Context: an optimization exercise on an open-source flow, tuned for small area and a short achievable clock period. The choices shown serve that exercise and are no tape-out recipe.
Only simulation tests tie the RTL to the original design; equivalence was not proved.
Power is estimated from default activity; no workload was simulated.

==> flow/design.v (outline; a module is shown in full before it is edited, if it fits) <==
// module ram: 46 lines
// module ram_aoi3: 6 lines
// module top: 949 lines
// module rst_gate: 6 lines
module top(rst,clk,acc,rom_addr,rom_data,ram_we,ram_waddr,ram_wdata);
  // ...
==> flow/flow/run.sh <==
#!/bin/bash
# The standard layout, with two changes: timing repair aims past the clock
# period, so that the resizer works on the paths that set the achieved period;
# and the port buffers are plain buffers (sky130_fd_sc_hd__buf_4) that the
# resizer may size, instead of the delay cells buffer_ports picks by itself.
set -euo pipefail
export SETUP_SLACK_MARGIN=12
export TNS_END_PERCENT=100
export BUFFER_PORTS_ARGS="-buffer_cell sky130_fd_sc_hd__buf_4"
bash standard.sh > flow_standard.log 2>&1
==> flow/standard.sh <==
#!/bin/bash
# synth_recipe.tcl (not shown) runs the flow's synth.tcl, then flattens the netlist and writes it again
# the make line also repeats each setting of config.mk as NAME=value (left out here)
make -C /OpenROAD-flow-scripts/flow DESIGN_CONFIG=/design/flow/config.mk WORK_HOME=/design/flow/orfs CLKGATE_MAP_FILE= SYNTH_SCRIPT=/design/flow/synth_recipe.tcl "${@:-finish}"
==> flow/config.mk <==
export PLATFORM = sky130hd
export DESIGN_NAME = top
export DESIGN_NICKNAME = top
export VERILOG_FILES = /design/flow/design.v
export SDC_FILE = /design/flow/constraint.sdc
export NUM_CORES = 4
export LEC_CHECK = 0
export CAP_MARGIN = 45
export CORE_MARGIN = 2
export CORE_UTILIZATION = 70
export CTS_CLUSTER_DIAMETER = 100
export CTS_CLUSTER_SIZE = 22
export PLACE_DENSITY = 0.8
export SLEW_MARGIN = 45
export SYNTH_HIERARCHICAL = 1
==> flow/constraint.sdc <==
create_clock -name core_clock -period 20.0 [get_ports {clk}]
set_input_delay 4.0000 -clock core_clock [delete_from_list [all_inputs] [get_ports {clk}]]
set_output_delay 4.0000 -clock core_clock [all_outputs]
set_load 0.01 [all_outputs]
==> reports/metrics.yaml, run 1 <==
synth_compound_area_share_pct: 13.8
leakage_uw: 0.0391
power_leader: "sequential cells"
status: "timing/DRC/antenna clean"
n_tap_cell: 1930
synth_mux_area_share_pct: 1.89
r2r-end: "B[6]"
synth_seq_cells: 2342
ctsResizeCount: 185
synth_area_leaders: "edfxtp_1, a222oi_1, dfxtp_1"
met1Wirelength_um: 115000
dp_hpwl_um: 225000
io_pins: 67
setup_violations: 0
largest_class: "flip-flops and latches"
seq_cells: 2342
max_stage_delay_ns: 0.23
cts_buffer_depth: 3
power.density_nw_per_um2: 87.9
synth_top_area_share_pct: 57.5
drtIter0Drc: 17000
seqAreaFraction_pct: 58.8
syn_avg_cell_area_um2: 13.0
pwr-share-seq_pct: 55.5
required_ns: 16.00
grt_use_met1_pct: 58.7
startpoint: "rst"
placed_cell_area_um2: 107000
grt_most_used_layer: "met2"
wl_met3_um: 53100
r2r_cells: 41
grt_setup_unrepaired: "yes"
cp_cell_sequence: "clkbuf_16 > and2b_2 > buf_6"
cts_sinks: 2342
use_met3_pct: 12.7
==> run 2, diff against run 1 <==
--- a/flow/design.v
+++ b/flow/design.v
@@ -53,17 +53,16 @@
 module top(rst,clk,acc,rom_addr,rom_data,ram_we,ram_waddr,ram_wdata);
 output [7:0] acc;
 input rst,clk;
 output [15:0] rom_addr;
 input [23:0] rom_data;
 output ram_we;
 output [7:0] ram_waddr;
 output [7:0] ram_wdata;
-reg [5:0] s3sel;
 reg [10:0] brf;
 reg [20:0] opf;
 reg [7:0] Rs, Rd;
 reg [17:0] f_source0;
 reg [16:0] f_dest0;
 reg [5:0] f_ctrl1;
 reg [1:0] f_op_len;
 reg [17:0] source1;
@@ -179,20 +178,20 @@
   if (rst) begin source4 <= 18'b0; dest4 <= 17'b0; end
   else     begin source4 <= source3; dest4 <= dest3; end
   if (!stall_addr) ctrl2 <= ctrl1;
   ctrl3 <= ctrl2;
 end
 assign acc = ACC;
 wire wb_dst_ram = dest4[16] && !dest4[15] && dest4[14];
 wire ram_write = !rst && !nop4 && wb_dst_ram;
-wire [7:0] ram_write_addr = dest4[7:0];
+wire [7:0] ram_write_addr = (!rst && wb_dst_ram) ? dest4[7:0] : 8'b0;
 wire [7:0] ram_write_data = (source4[17] && !source4[16] && source4[15]) ? source4[7:0] : data;
 rst_gate #(1) ram_we_gate(rst, !nop4 && wb_dst_ram, ram_we);
-assign ram_waddr = ram_write_addr;
+rst_gate #(8) ram_waddr_gate(rst, wb_dst_ram ? dest4[7:0] : 8'b0, ram_waddr);
 assign ram_wdata = ram_write_data;
 always@(*)
 begin
         casex (f0)
           8'bxxx1_0001  : f_op_len = 2'h2;
           8'bxxx0_0001   : f_op_len = 2'h2;
           8'b1011_1xxx : f_op_len = 2'h3;
           8'b1101_1xxx : f_op_len = 2'h2;
@@ -684,23 +683,26 @@
 	assign SP = {SPH, 8'b0};
 	assign DPTR = {DPH, DPL};
 	wire c_in  = PSW[7];
 	wire ac_in = PSW[6];
 	assign nop_alu = (des[16:15] == 2'b11);
 	wire s_sfr = src[17] & src[16];
 	wire s_imm = src[17] & src[15];
 	always @(*) begin
-		sfrv = ({8{s3sel[0]}} & ACC) | ({8{s3sel[1]}} & B) | ({8{s3sel[2]}} & PSW) |
-		       ({8{s3sel[3]}} & DPL) | ({8{s3sel[4]}} & DPH) | ({8{s3sel[5]}} & SPH);
+		case (src[12:8])
+			5'b10000: sfrv = ACC;
+			5'b01000: sfrv = B;
+			5'b11000: sfrv = PSW;
+			5'b00010: sfrv = DPL;
+			5'b00011: sfrv = DPH;
+			5'b00111: sfrv = SPH;
+			default:  sfrv = 8'b0;
+		endcase
 	end
-	always@(posedge clk)
-		if (rst) s3sel <= 6'b0;
-		else s3sel <= {source2[12:8] == 5'b00111, source2[12:8] == 5'b00011, source2[12:8] == 5'b00010,
-		               source2[12:8] == 5'b11000, source2[12:8] == 5'b01000, source2[12:8] == 5'b10000};
 	wire [7:0] sv = s_sfr ? sfrv : s_imm ? src[7:0] : opnd;
 	wire ts_a  = (src[12:11] == 2'b10);
 	wire ts_b  = (src[12:11] == 2'b01);
 	wire ts_p  = (src[12:11] == 2'b11);
 	wire ts_lo = (src[12:11] == 2'b00);
 	wire ts_dl = ts_lo & (src[10:8] == 3'b010);
 	wire ts_dh = ts_lo & (src[10:8] == 3'b011);
 	wire ts_sh = ts_lo & (src[10:8] == 3'b111);
@@ -774,44 +776,74 @@
 	wire [4:0] lo_sum = {1'b0, ACC[3:0]} + {1'b0, sv_x[3:0]} + {4'b0, cin};
 	wire [4:0] hi_sum = {1'b0, ACC[7:4]} + {1'b0, sv_x[7:4]} + {4'b0, lo_sum[4]};
 	wire [7:0] as_res = {hi_sum[3:0], lo_sum[3:0]};
 	wire as_c  = hi_sum[4] ^ sub;
 	wire as_ac = lo_sum[4] ^ sub;
 	wire [7:0] id_in  = s_sfr ? tsv : opnd;
 	wire [7:0] id_res = (o == 3'd3) ? id_in + 8'd1 : id_in - 8'd1;
 	wire [15:0] mul_res = ACC * B;
-	wire [9:0] div_b1 = {2'b0, B};
-	wire [9:0] div_b2 = {1'b0, B, 1'b0};
-	wire [9:0] div_b3 = div_b1 + div_b2;
-	wire [1:0] div_p3 = ACC[7:6];
-	wire [10:0] div_e3_1 = {9'b0, div_p3} - {1'b0, div_b1};
-	wire [10:0] div_e3_2 = {9'b0, div_p3} - {1'b0, div_b2};
-	wire [10:0] div_e3_3 = {9'b0, div_p3} - {1'b0, div_b3};
-	wire [1:0] div_q3 = ~div_e3_3[10] ? 2'd3 : ~div_e3_2[10] ? 2'd2 : ~div_e3_1[10] ? 2'd1 : 2'd0;
-	wire [1:0] div_r3 = ~div_e3_3[10] ? div_e3_3[1:0] : ~div_e3_2[10] ? div_e3_2[1:0] : ~div_e3_1[10] ? div_e3_1[1:0] : div_p3;
-	wire [3:0] div_p2 = {div_r3, ACC[5:4]};
-	wire [10:0] div_e2_1 = {7'b0, div_p2} - {1'b0, div_b1};
-	wire [10:0] div_e2_2 = {7'b0, div_p2} - {1'b0, div_b2};
-	wire [10:0] div_e2_3 = {7'b0, div_p2} - {1'b0, div_b3};
-	wire [1:0] div_q2 = ~div_e2_3[10] ? 2'd3 : ~div_e2_2[10] ? 2'd2 : ~div_e2_1[10] ? 2'd1 : 2'd0;
-	wire [3:0] div_r2 = ~div_e2_3[10] ? div_e2_3[3:0] : ~div_e2_2[10] ? div_e2_2[3:0] : ~div_e2_1[10] ? div_e2_1[3:0] : div_p2;
-	wire [5:0] div_p1 = {div_r2, ACC[3:2]};
-	wire [10:0] div_e1_1 = {5'b0, div_p1} - {1'b0, div_b1};
-	wire [10:0] div_e1_2 = {5'b0, div_p1} - {1'b0, div_b2};
-	wire [10:0] div_e1_3 = {5'b0, div_p1} - {1'b0, div_b3};
-	wire [1:0] div_q1 = ~div_e1_3[10] ? 2'd3 : ~div_e1_2[10] ? 2'd2 : ~div_e1_1[10] ? 2'd1 : 2'd0;
-	wire [5:0] div_r1 = ~div_e1_3[10] ? div_e1_3[5:0] : ~div_e1_2[10] ? div_e1_2[5:0] : ~div_e1_1[10] ? div_e1_1[5:0] : div_p1;
-	wire [7:0] div_p0 = {div_r1, ACC[1:0]};
-	wire [10:0] div_e0_1 = {3'b0, div_p0} - {1'b0, div_b1};
-	wire [10:0] div_e0_2 = {3'b0, div_p0} - {1'b0, div_b2};
-	wire [10:0] div_e0_3 = {3'b0, div_p0} - {1'b0, div_b3};
-	wire [1:0] div_q0 = ~div_e0_3[10] ? 2'd3 : ~div_e0_2[10] ? 2'd2 : ~div_e0_1[10] ? 2'd1 : 2'd0;
-	assign div_r = ~div_e0_3[10] ? div_e0_3[7:0] : ~div_e0_2[10] ? div_e0_2[7:0] : ~div_e0_1[10] ? div_e0_1[7:0] : div_p0;
-	assign div_q = {div_q3, div_q2, div_q1, div_q0};
+	wire [10:0] div_m1 = {3'b0, B};
+	wire [10:0] div_m2 = 2 * {3'b0, B};
+	wire [10:0] div_m3 = 3 * {3'b0, B};
+	wire [10:0] div_m4 = 4 * {3'b0, B};
+	wire [10:0] div_m5 = 5 * {3'b0, B};
+	wire [10:0] div_m6 = 6 * {3'b0, B};
+	wire [10:0] div_m7 = 7 * {3'b0, B};
+	wire [1:0] div_p0 = ACC[7:6];
+	wire [11:0] div_e0_1 = {10'b0, div_p0} - {1'b0, div_m1};
+	wire [11:0] div_e0_2 = {10'b0, div_p0} - {1'b0, div_m2};
+	wire [11:0] div_e0_3 = {10'b0, div_p0} - {1'b0, div_m3};
+	reg [1:0] div_q0; reg [1:0] div_r0;
+	always @(*) begin
+		div_q0 = 2'd0; div_r0 = div_p0;
+		if (~div_e0_1[11]) begin div_q0 = 2'd1; div_r0 = div_e0_1[1:0]; end
+		if (~div_e0_2[11]) begin div_q0 = 2'd2; div_r0 = div_e0_2[1:0]; end
+		if (~div_e0_3[11]) begin div_q0 = 2'd3; div_r0 = div_e0_3[1:0]; end
+	end
+	wire [4:0] div_p1 = {div_r0, ACC[5:3]};
+	wire [11:0] div_e1_1 = {7'b0, div_p1} - {1'b0, div_m1};
+	wire [11:0] div_e1_2 = {7'b0, div_p1} - {1'b0, div_m2};
+	wire [11:0] div_e1_3 = {7'b0, div_p1} - {1'b0, div_m3};
+	wire [11:0] div_e1_4 = {7'b0, div_p1} - {1'b0, div_m4};
+	wire [11:0] div_e1_5 = {7'b0, div_p1} - {1'b0, div_m5};
+	wire [11:0] div_e1_6 = {7'b0, div_p1} - {1'b0, div_m6};
+	wire [11:0] div_e1_7 = {7'b0, div_p1} - {1'b0, div_m7};
+	reg [2:0] div_q1; reg [4:0] div_r1;
+	always @(*) begin
+		div_q1 = 3'd0; div_r1 = div_p1;
+		if (~div_e1_1[11]) begin div_q1 = 3'd1; div_r1 = div_e1_1[4:0]; end
+		if (~div_e1_2[11]) begin div_q1 = 3'd2; div_r1 = div_e1_2[4:0]; end
+		if (~div_e1_3[11]) begin div_q1 = 3'd3; div_r1 = div_e1_3[4:0]; end
+		if (~div_e1_4[11]) begin div_q1 = 3'd4; div_r1 = div_e1_4[4:0]; end
+		if (~div_e1_5[11]) begin div_q1 = 3'd5; div_r1 = div_e1_5[4:0]; end
+		if (~div_e1_6[11]) begin div_q1 = 3'd6; div_r1 = div_e1_6[4:0]; end
+		if (~div_e1_7[11]) begin div_q1 = 3'd7; div_r1 = div_e1_7[4:0]; end
+	end
+	wire [7:0] div_p2 = {div_r1, ACC[2:0]};
+	wire [11:0] div_e2_1 = {4'b0, div_p2} - {1'b0, div_m1};
+	wire [11:0] div_e2_2 = {4'b0, div_p2} - {1'b0, div_m2};
+	wire [11:0] div_e2_3 = {4'b0, div_p2} - {1'b0, div_m3};
+	wire [11:0] div_e2_4 = {4'b0, div_p2} - {1'b0, div_m4};
+	wire [11:0] div_e2_5 = {4'b0, div_p2} - {1'b0, div_m5};
+	wire [11:0] div_e2_6 = {4'b0, div_p2} - {1'b0, div_m6};
+	wire [11:0] div_e2_7 = {4'b0, div_p2} - {1'b0, div_m7};
+	reg [2:0] div_q2; reg [7:0] div_r2;
+	always @(*) begin
+		div_q2 = 3'd0; div_r2 = div_p2;
+		if (~div_e2_1[11]) begin div_q2 = 3'd1; div_r2 = div_e2_1[7:0]; end
+		if (~div_e2_2[11]) begin div_q2 = 3'd2; div_r2 = div_e2_2[7:0]; end
+		if (~div_e2_3[11]) begin div_q2 = 3'd3; div_r2 = div_e2_3[7:0]; end
+		if (~div_e2_4[11]) begin div_q2 = 3'd4; div_r2 = div_e2_4[7:0]; end
+		if (~div_e2_5[11]) begin div_q2 = 3'd5; div_r2 = div_e2_5[7:0]; end
+		if (~div_e2_6[11]) begin div_q2 = 3'd6; div_r2 = div_e2_6[7:0]; end
+		if (~div_e2_7[11]) begin div_q2 = 3'd7; div_r2 = div_e2_7[7:0]; end
+	end
+	assign div_q = {div_q0, div_q1, div_q2};
+	assign div_r = div_r2;
 	wire b_nz = |B;
 	assign da_res[3:0] = (ACC[3] & (ACC[2] | ACC[1]) & ac_in) ? (ACC[3:0] + 4'b0110) : ACC[3:0];
 	assign da_res[7:4] = (ACC[7] & (ACC[6] | ACC[5]) & c_in) ? (ACC[7:4] + 4'b0110) : ACC[7:4];
 	wire da_c = ACC[7] | (ACC[6] & (ACC[2] | ACC[3] | ACC[4]));
 	function [7:0] lop;
 		input [1:0] f;
 		input [7:0] x, y;
 		lop = (f == 2'b00) ? (x & y) : (f == 2'b01) ? (x | y) : (x ^ y);
@@ -901,19 +933,17 @@
 		brf[8]  <= (ctrl2 == 6'b110001) || (ctrl2 == 6'b110010);
 		brf[9]  <= ctrl2 == 6'b110000;
 		brf[10] <= ctrl2 == 6'b101000;
 	end
 	wire ne_r = (opnd != des[7:0]);
 	wire lt_r = (opnd < des[7:0]);
 	wire ne_i = (ACC != src[7:0]);
 	wire lt_i = (ACC < src[7:0]);
-	wire ne_sfr = (s3sel[1] & (ACC != B)) | (s3sel[2] & (ACC != PSW)) | (s3sel[3] & (ACC != DPL)) |
-	              (s3sel[4] & (ACC != DPH)) | (s3sel[5] & (ACC != SPH)) | (~(|s3sel) & (|ACC));
-	wire ne_b = s_sfr ? ne_sfr : (ACC != opnd);
+	wire ne_b = (ACC != bval);
 	wire lt_b = (ACC < bval);
 	wire cj_ne = brf[8] ? ne_r : brf[9] ? ne_i : ne_b;
 	wire cj_lt = brf[8] ? lt_r : brf[9] ? lt_i : lt_b;
 	wire acc_nz = |ACC;
 	always @(*) begin
 		bv_nr = v & (|brf[7:0] | brf[10]);
 		bt_nr = v & ((brf[0] & ~acc_nz) | (brf[1] & acc_nz) | (brf[2] & c_in) | (brf[3] & ~c_in) |
 		             ((brf[4] | brf[6]) & bitv) | (brf[5] & ~bitv) | (brf[7] & cj_ne) | (brf[10] & (bval != 8'h01)));
==> flow/flow/run.sh (replaced) <==
#!/bin/bash
# The standard layout, with timing repair aiming past the clock period so that
# the resizer works on the paths that set the achieved period.
set -euo pipefail
export SETUP_SLACK_MARGIN=11
export TNS_END_PERCENT=100
bash standard.sh > flow_standard.log 2>&1
==> flow/config.mk (replaced) <==
export PLATFORM = sky130hd
export DESIGN_NAME = top
export DESIGN_NICKNAME = top
export VERILOG_FILES = /design/flow/design.v
export SDC_FILE = /design/flow/constraint.sdc
export NUM_CORES = 4
export LEC_CHECK = 0
export CAP_MARGIN = 45
export CORE_MARGIN = 2
export CORE_UTILIZATION = 45
export CTS_CLUSTER_DIAMETER = 100
export CTS_CLUSTER_SIZE = 22
export PLACE_DENSITY = 0.6
export SLEW_MARGIN = 45
export SYNTH_HIERARCHICAL = 1
==> reports/metrics.yaml, run 2 <==
cts_buffer_depth: 3  # unchanged
cts_tree: "built"  # unchanged
viasPerCell: 6.60  # was 7.71
wl_met3_um: 36100  # was 53100 um
place_congestion: 0.947  # was 1.02
largest_registers: "ram.mem (2000), opf (20), source0_r (17)"  # unchanged
synth_cells: 8210  # was 8033
yosys.area_share.adder_pct: 5.37  # was 4.76%
instances_no_fill: 11500  # was 10100
dp_hpwl_um: 247000  # was 225000 um
grt_pass1_wl_um: 519000  # was 491000 um
syn_avg_cell_area_um2: 12.9  # was 13.0 um^2
setup_violations: 0  # unchanged
synthFlopType: "edfxtp_1"  # unchanged
final.min_clock_period_ns: 8.95  # was 8.48 ns
drtIter0Drc: 12800  # was 17000
nFillCells: 20400  # was 8984
yosysTopAreaCell: "edfxtp_1"  # unchanged
crit_type: "in -> out"  # unchanged
fmax_ghz: 0.112  # was 0.118 GHz
via_count: 75700  # was 77900
pwr-share-seq_pct: 57.2  # was 55.5%
yosysMostFrequentCell: "edfxtp_1"  # unchanged
fin_nets: 8689  # was 8504
synth_area_leaders: "edfxtp_1, a222oi_1, dfxtp_1"  # unchanged
cp.buffers_inverters: 4  # was 2
clockPowerShare_pct: 27.6  # was 26.4%
tns_ns: 0  # unchanged
p_int_uw: 7030  # was 7280 uW
synth_mux_area_share_pct: 1.93  # was 1.89%
yosys.area_share.simple_pct: 10.9  # was 10.5%
multi_input_area_um2: 37400  # was 36400 um^2
yosysSeqAreaShare_pct: 62.9  # was 64.0%
max-slew-margin-rel_pct: 39.7  # was 35.9%
grt_setup_unrepaired: "yes"  # unchanged
tightestPinTransition_ns: 0.905  # was 0.953 ns
synth_seq_cells: 2336  # was 2342
route.detailed.wl_per_inst_um: 32.0  # was 34.2 um
vdd_drop_max_v: 0.0000795  # was 0.000104 V
top_layer_used: "met5"  # unchanged
fin_crit_sh_pct: 44.8  # was 42.4%
hold_buffers: 0  # unchanged
power.total_uw: 9680  # was 10000 uW
track_usage_pct: 29.7  # was 44.4%
cp_common_cell: "buf_16"
power_frac_comb_pct: 15.2  # was 18.1%
crit_path_start_kind: "input pin"  # unchanged
layout-drive-gt1-share_pct: 9.78  # was 12.3%
cts_root_buf: "clkbuf_16"  # unchanged
hold_viol_final: 0  # unchanged
remaining_drc_errors: 0  # unchanged
antenna_found_initial: 15  # was 11
postRouteAntennaNets: 0  # unchanged
synth_xor_area_share_pct: 1.90  # was 2.04%
status: "timing/DRC/antenna clean"  # unchanged
cp-end-kind: "output port"  # unchanged
core_area_um2: 235000  # was 148000 um^2
grt-ovfl-total: 0  # unchanged
yosys_warnings: 57  # unchanged
register_area_um2: 66900  # was 67000 um^2
areaGrowthSynthToFinish_pct: 8.85  # was 8.84%
synth_compound_area_share_pct: 13.9  # was 13.8%
io_pins: 67  # unchanged
rows: 178  # was 141
synth-edff-count: 2006  # unchanged
met1Wirelength_um: 147000  # was 115000 um
grt_max_degree: 171  # was 140
switching_power_uw: 2660  # was 2730 uW
power.density_nw_per_um2: 83.8  # was 87.9 nW/um^2
largest_reg_flops: 2000  # unchanged
wl_met2_um: 168000  # was 150000 um
cts_buffers: 120  # was 119
max_stage_delay_ns: 0.28  # was 0.23 ns
synth.distinct_cells: 124  # was 117
start_util_pct: 45.2  # was 70.6%
cts_sinks: 2336  # was 2342
ys_async_sr_fraction_pct: 0  # unchanged
syn_area_um2: 106000  # was 105000 um^2
grt_pass1_vias: 71400  # was 72100
die_h_um: 490  # was 391 um
arrival_ns: 4.95  # was 4.48 ns
synth_top_area_share_pct: 56.7  # was 57.5%
synth_top_family_by_area: "compound AO/OA/AOI/OAI gates"  # unchanged
critPathMaxFanout: 36  # was 6
drv_cap: 0  # unchanged
cts.clk_slew.worst_paths_ns: 0.09  # about the same
required_ns: 16.00  # about the same
skew_ns: 0.0700  # was 0.0820 ns
place_inst: 11200  # was 9739
layout_commonest_cell: "edfxtp_1"  # unchanged
slew_violations: 0  # unchanged
port_buffers: 66  # unchanged
wirelength_um: 366000  # was 346000 um
cp_slowest_cell: "dlygate4sd2_1"  # was and2b_2
final_cell_mix: "edfxtp_1, nor2_1, a222oi_1, nand2_1, ha_1"  # was edfxtp_1, nor2_1, a222oi_1, nand2_1, dfxtp_1
drt-pass1-iter-count: 14  # unchanged
die_w_um: 490  # was 391 um
cp_top_family: "buffers and inverters"  # unchanged
swShare_pct: 27.4  # was 27.3%
cts_htree_levels: 3  # unchanged
min_path_type: "reg -> reg"  # unchanged
cp_cell_sequence: "buf_16 > buf_16 > buf_4 > nor2b_1 > dlygate4sd2_1"  # was clkbuf_16 > and2b_2 > buf_6
clock_latency_ns: 0.86  # about the same
leakage_uw: 0.0395  # was 0.0391 uW
regMostFlops: "ram.mem"  # unchanged
dieArea_um2: 240000  # was 153000 um^2
synth_common_cells: "edfxtp_1, nor2_1, a222oi_1"  # unchanged
==> run 2: changes by cell type after synthesis, moves of 21 or more <==
cell      change
ha_1         +41
nand3_1      -21
o21ai_0      +42
nand2_1      +40
a21o_1       +37
a22oi_1      -22
and2_1       +23
clkbuf_1     -39
nor2b_1      +30
a21oi_1      -39
==> run 2: what timing repair did <==
action / in CTS / in global routing
cloned: 4 / 0
setup buffers: 40 / 16
setup endpoints to repair: 28 / 27
pin swaps: 16 / 23
gates resized for setup: 122 / 74
==> run 2: power by group through the flow <==
stage	logic [uW]	registers (uW)	clock network, uW
floorplan	867	5630	0
global placement	1380	5650	0
detailed placement	1410	5650	0
CTS	1420	5530	2700
global route	1570	5540	2860
finish	1470	5540	2670
==> run 2: cell families (layout without fill, tap and decap cells) <==
logic type | after synthesis | count (layout)
compound gates | 1878 | 1878
xor+xnor | 230 | 230
fa+ha+maj | 416 | 416
buf+inv | 759 | 773
flops | 2336 | 2336
mux | 171 | 172
other cells | 1 | 90
simple gates | 2419 | 2419
==> run 2: through the flow <==
step           util (%)  cell area, um^2  worst slack, ns  hold slack, ns
3_5_place_dp       47.1           111000            10.30           0.392
2_1_floorplan         -           106000            11.66           0.346
5_1_grt            49.2           116000            10.97           0.418
3_3_place_gp       46.9           110000             9.76           0.391
6_report           49.2           116000            11.05           0.414
4_1_cts            48.9           115000            10.88           0.415
==> run 2: path summary, 6_finish.rpt <==
check	from	cells past startpoint	slack, ns	to
max reg2reg	B[0]	32	11.48	B[0]
max	rst	5	11.05	ram_waddr[1]
min reg2reg	ctrl1_r[1]	0	0.41	ctrl2[1]
min	ctrl1_r[1]	0	0.41	ctrl2[1]
==> run 2: Yosys stat by module (local to each module, per instance), excerpt <==
| module | copies in the design | cell area, um^2 |
|---|---|---|
| top | 1 | 33200 |
| ram | 1 | 65000 |
| ram_aoi3 | 86 | 90.1 |
==> run 2: metal layers <==
metal  track usage (%)  up-vias
met1              41.4    38200
met3              5.24      691
met2              46.4     4418
met4              11.5        8
li1                  -    32400
met5                 0        -
==> run 2: worst register-to-register path: cells and delay by family, from the launching register on <==
family                     cells  cell delay (ns)
adders and majority gates      4             1.49
DFF                            1             0.34
buffers and inverters          2             0.50
muxes                          2             0.57
AOI/OAI and AO/OA             15             3.69
and+or+nand+nor                9             1.88
==> run 2: final cells by class <==
class                           instances  area share (%)
Clock buffer                          149            2.71
Clock inverter                         16           0.247
Sequential cell                      2336            57.9
Antenna cell                           24          0.0520
Multi-Input combinational cell       5181            32.3
Timing Repair Buffer                  326            2.43
Tap cell                             3150            3.41
Inverter                              282           0.967
==> run 3, diff against run 2 <==
==> flow/flow/run.sh (replaced) <==
#!/bin/bash
# The standard layout, with two changes: timing repair aims past the clock
# period, so that the resizer works on the paths that set the achieved period;
# and the port buffers are plain buffers (sky130_fd_sc_hd__buf_4) that the
# resizer may size, instead of the delay cells buffer_ports picks by itself.
set -euo pipefail
export SETUP_SLACK_MARGIN=11
export TNS_END_PERCENT=100
export BUFFER_PORTS_ARGS="-buffer_cell sky130_fd_sc_hd__buf_4"
bash standard.sh > flow_standard.log 2>&1
==> reports/metrics.yaml, run 3 <==
status: "timing/DRC/antenna clean"  # unchanged
vdd_drop_max_v: 0.000103  # was 0.0000795 V
die_h_um: 490  # unchanged
hold_viol_final: 0  # unchanged
cts_buffer_depth: 3  # unchanged
grt-ovfl-total: 0  # unchanged
synth_seq_cells: 2336  # unchanged
arrival_ns: 4.94  # was 4.95 ns
cp_common_cell: "buf_6"  # was buf_16
grt_setup_unrepaired: "yes"  # unchanged
slew_violations: 0  # unchanged
power_frac_comb_pct: 15.1  # was 15.2%
dp_hpwl_um: 252000  # was 247000 um
cp_slowest_cell: "dfxtp_4"  # was dlygate4sd2_1
syn_avg_cell_area_um2: 12.9  # unchanged
yosys_warnings: 57  # unchanged
cts_htree_levels: 3  # unchanged
power.density_nw_per_um2: 84.1  # was 83.8 nW/um^2
swShare_pct: 27.6  # was 27.4%
synth_common_cells: "edfxtp_1, nor2_1, a222oi_1"  # unchanged
regMostFlops: "ram.mem"  # unchanged
synth-edff-count: 2006  # unchanged
synth_cells: 8210  # unchanged
grt_pass1_vias: 71700  # was 71400
final.min_clock_period_ns: 8.94  # was 8.95 ns
leakage_uw: 0.0395  # about the same
crit_type: "reg -> out"  # was in -> out
fin_nets: 8675  # was 8689
remaining_drc_errors: 0  # unchanged
synth.distinct_cells: 124  # unchanged
synth_mux_area_share_pct: 1.93  # unchanged
yosys.area_share.adder_pct: 5.37  # unchanged
min_path_type: "reg -> reg"  # unchanged
layout-drive-gt1-share_pct: 10.6  # was 9.78%
clock_latency_ns: 0.86  # about the same
final_cell_mix: "edfxtp_1, nor2_1, a222oi_1, nand2_1, ha_1"  # unchanged
grt_max_degree: 98  # was 171
p_int_uw: 7040  # was 7030 uW
start_util_pct: 45.2  # unchanged
max-slew-margin-rel_pct: 37.6  # was 39.7%
ys_async_sr_fraction_pct: 0  # unchanged
synthFlopType: "edfxtp_1"  # unchanged
dieArea_um2: 240000  # unchanged
setup_violations: 0  # unchanged
cts.clk_slew.worst_paths_ns: 0.09  # about the same
route.detailed.wl_per_inst_um: 32.2  # was 32.0 um
synth_top_family_by_area: "compound AO/OA/AOI/OAI gates"  # unchanged
cp_cell_sequence: "buf_6 > nor2b_4 > buf_6 > a221oi_4 > o211ai_1 > a21oi_2 > nand2_1 > o21ai_2 > ha_1 > nand4_1 > nor3_2 > a21oi_2 > o221ai_2 > and3_4 > a31o_4 > mux2_4 > a221o_1 > nor2b_4 > buf_6"  # was buf_16 > buf_16 > buf_4 > nor2b_1 > dlygate4sd2_1
clockPowerShare_pct: 28.0  # was 27.6%
drt-pass1-iter-count: 11  # was 14
power.total_uw: 9710  # was 9680 uW
largest_reg_flops: 2000  # unchanged
fmax_ghz: 0.112  # about the same
max_stage_delay_ns: 0.40  # was 0.28 ns
yosysTopAreaCell: "edfxtp_1"  # unchanged
antenna_found_initial: 21  # was 15
yosysMostFrequentCell: "edfxtp_1"  # unchanged
skew_ns: 0.0681  # was 0.0700 ns
tns_ns: 0  # unchanged
synth_top_area_share_pct: 56.7  # unchanged
syn_area_um2: 106000  # unchanged
cp_top_family: "compound AO/OA/AOI/OAI gates"  # was buffers and inverters
place_congestion: 0.960  # was 0.947
port_buffers: 66  # unchanged
yosysSeqAreaShare_pct: 62.9  # unchanged
cts_tree: "built"  # unchanged
synth_xor_area_share_pct: 1.90  # unchanged
rows: 178  # unchanged
core_area_um2: 235000  # unchanged
cts_buffers: 121  # was 120
required_ns: 16.00  # about the same
drtIter0Drc: 13400  # was 12800
pwr-share-seq_pct: 57.0  # was 57.2%
layout_commonest_cell: "edfxtp_1"  # unchanged
tightestPinTransition_ns: 0.936  # was 0.905 ns
via_count: 75600  # was 75700
synth_compound_area_share_pct: 13.9  # unchanged
cp.buffers_inverters: 3  # was 4
cp-end-kind: "output port"  # unchanged
yosys.area_share.simple_pct: 10.9  # unchanged
synth_area_leaders: "edfxtp_1, a222oi_1, dfxtp_1"  # unchanged
cts_root_buf: "clkbuf_16"  # unchanged
die_w_um: 490  # unchanged
postRouteAntennaNets: 0  # unchanged
io_pins: 67  # unchanged
grt_pass1_wl_um: 521000  # was 519000 um
largest_registers: "ram.mem (2000), opf (20), source0_r (17)"  # unchanged
viasPerCell: 6.60  # about the same
nFillCells: 20400  # about the same
areaGrowthSynthToFinish_pct: 8.74  # was 8.85%
critPathMaxFanout: 7  # was 36
wirelength_um: 369000  # was 366000 um
switching_power_uw: 2680  # was 2660 uW
fin_crit_sh_pct: 44.7  # was 44.8%
drv_cap: 0  # unchanged
cts_sinks: 2336  # unchanged
track_usage_pct: 29.9  # was 29.7%
crit_path_start_kind: "flop"  # was input pin
## run 3: changes by cell type in the layout (fill, tap and decap cells not counted), moves of 8 or more
cell / delta
buf_4: +41
nor2_2: +26
clkdlybuf4s50_1: -41
nor2_1: -26
dlygate4sd2_1: -8
buf_2: -9
buf_6: +13
clkbuf_2: -12
## run 3: logic make-up after synthesis
logic type,count (synthesis)
adders and majority gates,416
muxes,171
and+or+nand+nor,2419
xor gates and xnor gates,230
buffers and inverters,759
AOI/OAI and AO/OA,1878
DFF,2336
other,1
## run 3: cell type report
cell class              instances  area, um^2  share of cell area [%]
flip-flops and latches       2336       66900                    57.9
multi-input cells            5183       37400                    32.4
well taps                    3150        3940                    3.41
clock buffers                 149        3150                    2.73
repair buffers                309        2550                    2.21
inverters                     282        1120                   0.970
clock inverters                19         317                   0.274
diodes                         30        75.1                  0.0650
## run 3: path summary, 6_finish.rpt
| kind | start | end | depth (start not counted) | slack [ns] |
|---|---|---|---|---|
| setup reg to reg | B[0] | ACC[0] | 33 | 11.35 |
| hold / removal | ctrl1_r[3] | ctrl2[3] | 0 | 0.40 |
| setup / recovery | source3[12] | rom_addr[4] | 19 | 11.06 |
| hold reg to reg | ctrl1_r[3] | ctrl2[3] | 0 | 0.40 |
## run 3: per-module statistics from Yosys, one instance, submodules excluded, excerpt
module,times used,flip-flops and latches
top,1,328
ram_aoi3,86,0
ram,1,2008
## run 3: per-stage QoR
| stage | hold slack, ns | util [%] | area (um^2) | cells | setup WS (ns) |
|---|---|---|---|---|---|
| global placement | 0.394 | 46.8 | 110000 | 11200 | 9.99 |
| finish | 0.403 | 49.1 | 115000 | 11500 | 11.06 |
| global route | 0.421 | 49.1 | 115000 | 11500 | 10.92 |
| detailed placement | 0.391 | 47.1 | 111000 | 11200 | 10.07 |
| CTS | 0.408 | 48.8 | 115000 | 11400 | 11.00 |
| floorplan | 0.346 | - | 106000 | 8275 | 11.66 |
## run 3: repair_timing
action | in CTS | in global routing
endpoints found under the setup margin | 35 | 27
hold buffers | 0 | 0
setup buffers | 34 | 23
pin swaps | 10 | 31
gates cloned | 1 | 3
resized for setup | 82 | 56
## run 3: metal layers
| layer | GRT usage [%] | routed length (um) | vias to the layer above |
|---|---|---|---|
| met5 | 0 | 95 | - |
| met1 | 41.6 | 147000 | 38200 |
| met2 | 46.4 | 168000 | 4346 |
| met4 | 12.9 | 17300 | 12 |
| met3 | 4.88 | 36100 | 716 |
| li1 | - | - | 32400 |
## run 3: power by group through the flow
stage                     registers (uW)  logic (uW)  clock network [uW]
after floorplan                     5630         867                   0
after global placement              5640        1380                   0
after detailed placement            5640        1400                   0
after CTS                           5530        1420                2740
after global routing                5540        1570                2890
final                               5530        1460                2720

## afterwards: timing with drivers on the ports
In the flow no input, the clock included, has a driving cell. The finished layouts below were timed again as built, in two steps. Step 1 (the two cells are an assumption about what drives the block):
set clk [get_ports {clk}]
set_driving_cell -lib_cell sky130_fd_sc_hd__clkbuf_16 $clk
set_driving_cell -lib_cell sky130_fd_sc_hd__buf_2 [delete_from_list [all_inputs] $clk]
Step 2, shift: input delay + t, output delay - t, t = (earliest + latest rising clock arrival at the registers) / 2. This alone moves slack from input paths to output paths. Slacks: ideal / step 1 / step 2; pairs: ideal / step 1.
| run | shift t [ns] | slack for setup (ns) | latest minus earliest clock arrival (ns) | worst register clock-pin slew, ns |
|---|---|---|---|---|
| run 1 | 0.910 | 11.516 / 11.167 / 11.167 | 0.087 / 0.087 | 0.10 / 0.10 |
| run 2 | 0.913 | 11.047 / 10.917 / 10.801 | 0.082 / 0.082 | 0.10 / 0.10 |
| run 3 | 0.912 | 11.059 / 10.945 / 10.401 | 0.078 / 0.079 | 0.10 / 0.10 |
After both steps setup and hold are still met in every run listed. The setup slack of run 3, which loses most, moves by -0.114 ns with the drivers and by -0.658 ns with both steps.
